Source: an optimization exercise on an open RTL-to-GDS flow (aim: small area, a short achievable clock period and few clock cycles). Production flows keep margins and buffers that such runs may drop. No activity file was given, so power comes from the tool's default toggle rates.

job 3805:
==> module huffman, before the edit <==
module huffman(clk, reset, sram_a, sram_d, sram_wen, sram_q, finish);
input            clk;
input            reset;
output     [9:0] sram_a;
output     [7:0] sram_d;
output reg       sram_wen;
input      [7:0] sram_q;
output reg       finish;
localparam RD = 2'd0, LF = 2'd1, MG = 2'd2, WR = 2'd3;
reg [7:0] a;           
reg [6:0] X;           
reg [1:0] ph;
reg [2:0] k;           
reg       hm;          
reg       v;           
reg [6:0] cnt [0:5];
reg [4:0] R   [0:5];
reg [5:0] Q   [0:5];
assign sram_a = {2'b00, a};
assign sram_d = {1'b0, X};
integer s, j;
function lt7(input [6:0] x, input [6:0] y);
    reg [6:0] l, g;
    reg l10, g10, l32, g32, l54, g54, l30, g30, l64, g64;
    begin
        l = ~x & y;
        g = x & ~y;
        l10 = l[1] | (~g[1] & l[0]);  g10 = g[1] | (~l[1] & g[0]);
        l32 = l[3] | (~g[3] & l[2]);  g32 = g[3] | (~l[3] & g[2]);
        l54 = l[5] | (~g[5] & l[4]);  g54 = g[5] | (~l[5] & g[4]);
        l30 = l32 | (~g32 & l10);     g30 = g32 | (~l32 & g10);
        l64 = l[6] | (~g[6] & l54);   g64 = g[6] | (~l[6] & g54);
        lt7 = l64 | (~g64 & l30);
    end
endfunction
reg [6:0] n_cnt [0:5];
reg [5:0] lt;
reg [4:0] tl, tm;
reg [6:0] selA, selB, selL;
reg [5:0] selQ, W;
reg [4:0] Mo, Ho;
reg [6:0] nX;
wire      S2 = ph == MG && hm;
always @(*) begin
    for (s = 0; s < 6; s = s + 1) begin
        n_cnt[s] = cnt[s] + {6'd0, v && ph == RD && sram_q[2:0] == s + 1};
        lt[s] = lt7(cnt[s], X);
    end
    for (j = 0; j < 5; j = j + 1) begin
        tl[j] = 1'b0;
        tm[j] = 1'b0;
        for (s = 0; s < 6; s = s + 1) begin
            if (lt[s] && s < k && (j == 0 || R[s][j - 1])) tl[j] = 1'b1;
            if (lt[s] && j < 4 && R[s][j + 1]) tm[j] = 1'b1;
        end
    end
    selA = 7'd0; selB = 7'd0; selL = 7'd0; selQ = 6'd0;
    for (s = 0; s < 6; s = s + 1) begin
        if (!R[s][0]) selB = selB | cnt[s];
        if (R[s][0] && !R[s][1]) selA = selA | cnt[s];
        if (k == (s + 5) % 6) selL = selL | cnt[s];
        if (k == s) selQ = selQ | Q[s];
    end
    W = ph == MG ? {Q[0][4:0], !R[0][0]} : selQ;
    for (j = 0; j < 5; j = j + 1) begin
        Mo[j] = |(W >> (j + 1));
        Ho[j] = 1'b0;
        for (s = j + 1; s < 6; s = s + 1)
            if (W[s] && !(|(W >> (s + 1))) && W[s - 1 - j]) Ho[j] = 1'b1;
    end
    case (ph)
    RD: nX = n_cnt[1];
    LF: nX = selL;
    MG: nX = hm ? {2'd0, Ho} : selA + selB;
    default: nX = {2'd0, hm ? Mo : Ho};
    endcase
end
always @(posedge clk) begin
    X <= nX;
    sram_wen <= reset || (ph == RD && a != 8'd100) || (ph == MG && !(hm && k == 3'd4));
    finish <= !reset && ph == WR && a == 8'd145;
    for (s = 0; s < 6; s = s + 1) begin
        if (reset) cnt[s] <= 7'd0;
        else if (S2 && !R[s][1]) cnt[s] <= X;
        else cnt[s] <= n_cnt[s];
        if (reset) Q[s] <= 6'd1;
        else if (S2 && !R[s][1]) Q[s] <= {Q[s][4:0], !R[s][0]};
        if (ph == MG) begin
            if (!hm) R[s] <= R[s];
            else if (!R[s][1]) R[s] <= tm;
            else R[s] <= lt[s] ? {2'b00, R[s][4:2]} : {1'b0, R[s][4:1]};
        end else begin
            if (s < k) R[s] <= lt[s] ? R[s] : {R[s][3:0], 1'b1};
            else R[s] <= tl;
        end
    end
    if (reset) begin
        a <= 8'd0;
        ph <= RD;
        v <= 1'b0;
        k <= 3'd0;
    end else begin
        case (ph)
        RD: begin
            v <= 1'b1;
            if (a == 8'd100) begin
                ph <= LF;
                k <= 3'd1;
                a <= 8'd129;
            end else begin
                a <= a + 8'd1;
            end
        end
        LF: begin
            if (k == 3'd5) begin
                ph <= MG;
                k <= 3'd0;
                hm <= 1'b0;
                a <= 8'd128;
            end else begin
                k <= k + 3'd1;
                a <= a + 8'd1;
            end
        end
        MG: begin
            a <= 8'd134;
            if (!hm) begin
                hm <= 1'b1;
            end else if (k == 3'd4) begin
                ph <= WR;
                k <= 3'd1;
                hm <= 1'b0;
            end else begin
                k <= k + 3'd1;
                hm <= (k == 3'd3);
            end
        end
        WR: begin
            a <= a + 8'd1;
            if (k == 3'd5) begin
                k <= 3'd0;
                hm <= 1'b1;
            end else begin
                k <= k + 3'd1;
            end
        end
        endcase
    end
end
endmodule
clock: 7.0 ns
lec_check: 0
cap_margin: 20
core_margin: 2
core_utilization: 30
cts_buf_list: sky130_fd_sc_hd__clkbuf_4 sky130_fd_sc_hd__clkbuf_8
cts_cluster_size: 30
setup_slack_margin: 4.0
slew_margin: 20
standard.sh (not shown) runs the stock make flow with config.mk's settings and CLKGATE_MAP_FILE= SYNTH_SCRIPT=/design/flow/synth_recipe.tcl, a recipe that flattens the netlist after the stock synthesis.
==> flow/flow/run.sh <==
#!/bin/bash
# Own layout flow: the standard synthesis, then the combinational logic
# re-mapped by ABC with its default (area-recovering) script, keeping every
# register instance of the standard synthesis as it is; then the standard
# layout from floorplan to finish on the re-mapped netlist.
set -euo pipefail
W=$(pwd)
YOSYS=${FLOW_HOME}/../tools/install/yosys/bin/yosys
R=$W/orfs/results/${FLOW_PLATFORM}/huffman/base

bash standard.sh synth > $W/flow_synth.log 2>&1
cp $R/1_2_yosys.v $W/std_synth.v
cd $W
$YOSYS -s $W/flow/remap.ys > $W/flow_remap.log 2>&1
python3 $W/flow/fixports.py $W/remapped0.v $W/remapped.v > $W/flow_fixports.log 2>&1
cp $W/remapped.v $R/1_2_yosys.v
rm -f $R/1_synth.odb
bash standard.sh finish > $W/flow_finish.log 2>&1
Other scripts of this flow, unchanged in this note and not shown: flow/flow/fixports.py, flow/flow/remap.ys
Edits applied to the flow inputs when going from job 3805 to job 316:
==> flow/design.v <==
module huffman(clk, reset, sram_a, sram_d, sram_wen, sram_q, finish);
input            clk;
input            reset;
output     [9:0] sram_a;
output     [7:0] sram_d;
output reg       sram_wen;
input      [7:0] sram_q;
output reg       finish;
reg [7:0] a;           
reg [6:0] X;           
reg       rd, lf, mg, wr;   
reg       s2;          
reg [2:0] k;           
reg       hm;          
reg [6:0] cnt [0:5];
reg [4:0] R   [0:5];
reg [5:0] Q   [0:5];
assign sram_a = {2'b00, a};
assign sram_d = {1'b0, X};
integer s, j;
function lt7(input [6:0] x, input [6:0] y);
    reg [6:0] l, g;
    reg l10, g10, l32, g32, l54, g54, l30, g30, l64, g64;
    begin
        l = ~x & y;
        g = x & ~y;
        l10 = l[1] | (~g[1] & l[0]);  g10 = g[1] | (~l[1] & g[0]);
        l32 = l[3] | (~g[3] & l[2]);  g32 = g[3] | (~l[3] & g[2]);
        l54 = l[5] | (~g[5] & l[4]);  g54 = g[5] | (~l[5] & g[4]);
        l30 = l32 | (~g32 & l10);     g30 = g32 | (~l32 & g10);
        l64 = l[6] | (~g[6] & l54);   g64 = g[6] | (~l[6] & g54);
        lt7 = l64 | (~g64 & l30);
    end
endfunction
reg [6:0] n_cnt [0:5];
reg [5:0] lt;
reg [4:0] tl, tm;
reg [6:0] selA, selB, selL;
reg [5:0] selQ, W;
reg [4:0] Mo, Ho;
reg [6:0] nX;
always @(*) begin
    for (s = 0; s < 6; s = s + 1) begin
        n_cnt[s] = cnt[s] + {6'd0, rd && a != 8'd0 && sram_q[2:0] == s + 1};
        lt[s] = lt7(cnt[s], X);
    end
    for (j = 0; j < 5; j = j + 1) begin
        tl[j] = 1'b0;
        tm[j] = 1'b0;
        for (s = 0; s < 6; s = s + 1) begin
            if (lt[s] && s < k && (j == 0 || R[s][j - 1])) tl[j] = 1'b1;
            if (lt[s] && j < 4 && R[s][j + 1]) tm[j] = 1'b1;
        end
    end
    selA = 7'd0; selB = 7'd0; selL = 7'd0; selQ = 6'd0;
    for (s = 0; s < 6; s = s + 1) begin
        if (!R[s][0]) selB = selB | cnt[s];
        if (R[s][0] && !R[s][1]) selA = selA | cnt[s];
        if (k == (s + 5) % 6) selL = selL | cnt[s];
        if (k == s) selQ = selQ | Q[s];
    end
    W = mg ? {Q[0][4:0], !R[0][0]} : selQ;
    for (j = 0; j < 5; j = j + 1) begin
        Mo[j] = |(W >> (j + 1));
        Ho[j] = 1'b0;
        for (s = j + 1; s < 6; s = s + 1)
            if (W[s] && !(|(W >> (s + 1))) && W[s - 1 - j]) Ho[j] = 1'b1;
    end
    if (rd) nX = n_cnt[1];
    else if (lf) nX = selL;
    else if (mg) nX = hm ? {2'd0, Ho} : selA + selB;
    else nX = {2'd0, hm ? Mo : Ho};
end
always @(posedge clk) begin
    X <= nX;
    sram_wen <= reset || (rd && a != 8'd100) || (mg && !(hm && k == 3'd4));
    finish <= !reset && wr && a == 8'd145;
    for (s = 0; s < 6; s = s + 1) begin
        if (reset) cnt[s] <= 7'd0;
        else if (s2 && !R[s][1]) cnt[s] <= X;
        else cnt[s] <= n_cnt[s];
        if (reset) Q[s] <= 6'd1;
        else if (s2 && !R[s][1]) Q[s] <= {Q[s][4:0], !R[s][0]};
        if (mg) begin
            if (!s2) R[s] <= R[s];
            else if (!R[s][1]) R[s] <= tm;
            else R[s] <= lt[s] ? {2'b00, R[s][4:2]} : {1'b0, R[s][4:1]};
        end else begin
            if (s < k) R[s] <= lt[s] ? R[s] : {R[s][3:0], 1'b1};
            else R[s] <= tl;
        end
    end
    if (reset) begin
        a <= 8'd0;
        {rd, lf, mg, wr} <= 4'b1000;
        s2 <= 1'b0;
        k <= 3'd0;
    end else begin
        s2 <= mg && (!hm || k == 3'd3);
        if (rd) begin
            if (a == 8'd100) begin
                rd <= 1'b0;
                lf <= 1'b1;
                k <= 3'd1;
                a <= 8'd129;
            end else begin
                a <= a + 8'd1;
            end
        end
        if (lf) begin
            if (k == 3'd5) begin
                lf <= 1'b0;
                mg <= 1'b1;
                k <= 3'd0;
                hm <= 1'b0;
                a <= 8'd128;
            end else begin
                k <= k + 3'd1;
                a <= a + 8'd1;
            end
        end
        if (mg) begin
            a <= 8'd134;
            if (!hm) begin
                hm <= 1'b1;
            end else if (k == 3'd4) begin
                mg <= 1'b0;
                wr <= 1'b1;
                k <= 3'd1;
                hm <= 1'b0;
            end else begin
                k <= k + 3'd1;
                hm <= (k == 3'd3);
            end
        end
        if (wr) begin
            a <= a + 8'd1;
            if (k == 3'd5) begin
                k <= 3'd0;
                hm <= 1'b1;
            end else begin
                k <= k + 3'd1;
            end
        end
    end
end
endmodule
--- outcome ---
The final reports for job 316 and job 3805 show critical path data arrival time higher in the former. Run comparison: job 316 capture point of the worst path X[6]; job 3805 capture point of the worst path R[4][3]. NOTE: global-route track usage on met1 in job 316 exceeds that of job 3805. Per the comparison of job 316 with job 3805, total area of multi-input combinational cells neither gained nor lost much; ratio of final minimum period to clock period now larger; relative area change from synthesis to final layout +2.1 points; HPWL after detailed placement fell by 2.5%. Effective utilization at floorplan of job 3805 is on par with job 316. In the reports for job 3805 and job 316, the smaller post-synthesis instance total belongs to job 316. Count of clock-net buffers in the final layout for job 316 is lower than for job 3805. Relative to job 3805, static leakage has increased by 0.087 nW in job 316. Job 316 vs. job 3805: global routing usage on met3 went up by 1.2 points. In the reports for job 3805 and job 316, the smaller total chip power belongs to job 316. From job 3805 to job 316, total number of H-tree levels did not move at all.
Function was not checked in any run of this note: the RTL went through the layout flow alone.

==> port drivers added, routing unchanged <==
In the flow no input, the clock included, has a driving cell. The finished layouts below were timed again as built, in two steps.
Step 1: set_driving_cell puts a clkbuf_16 on clk and a buf_2 on each other input, an assumption about the parent block.
Step 2 adds t to the input delays and takes it off the output delays; t is the mean of the earliest and latest rising clock arrival at the registers after step 1. Input paths then give back, and output paths get back, about the clock's delay inside the block.
Slacks: ideal ports / drivers / drivers and shift; pairs: ideal ports / drivers.
run | shift t [ns] | slack for setup (ns) | worst setup path at the end
job 3805 | 0.502 | 4.011 / 3.972 / 3.622 | input to register
job 316 | 0.515 | 3.948 / 3.948 / 3.561 | input to register
After both steps setup and hold are still met in every run listed. For job 3805, which loses most, drivers alone change the setup slack by -0.039 ns; drivers and shift together by -0.389 ns.
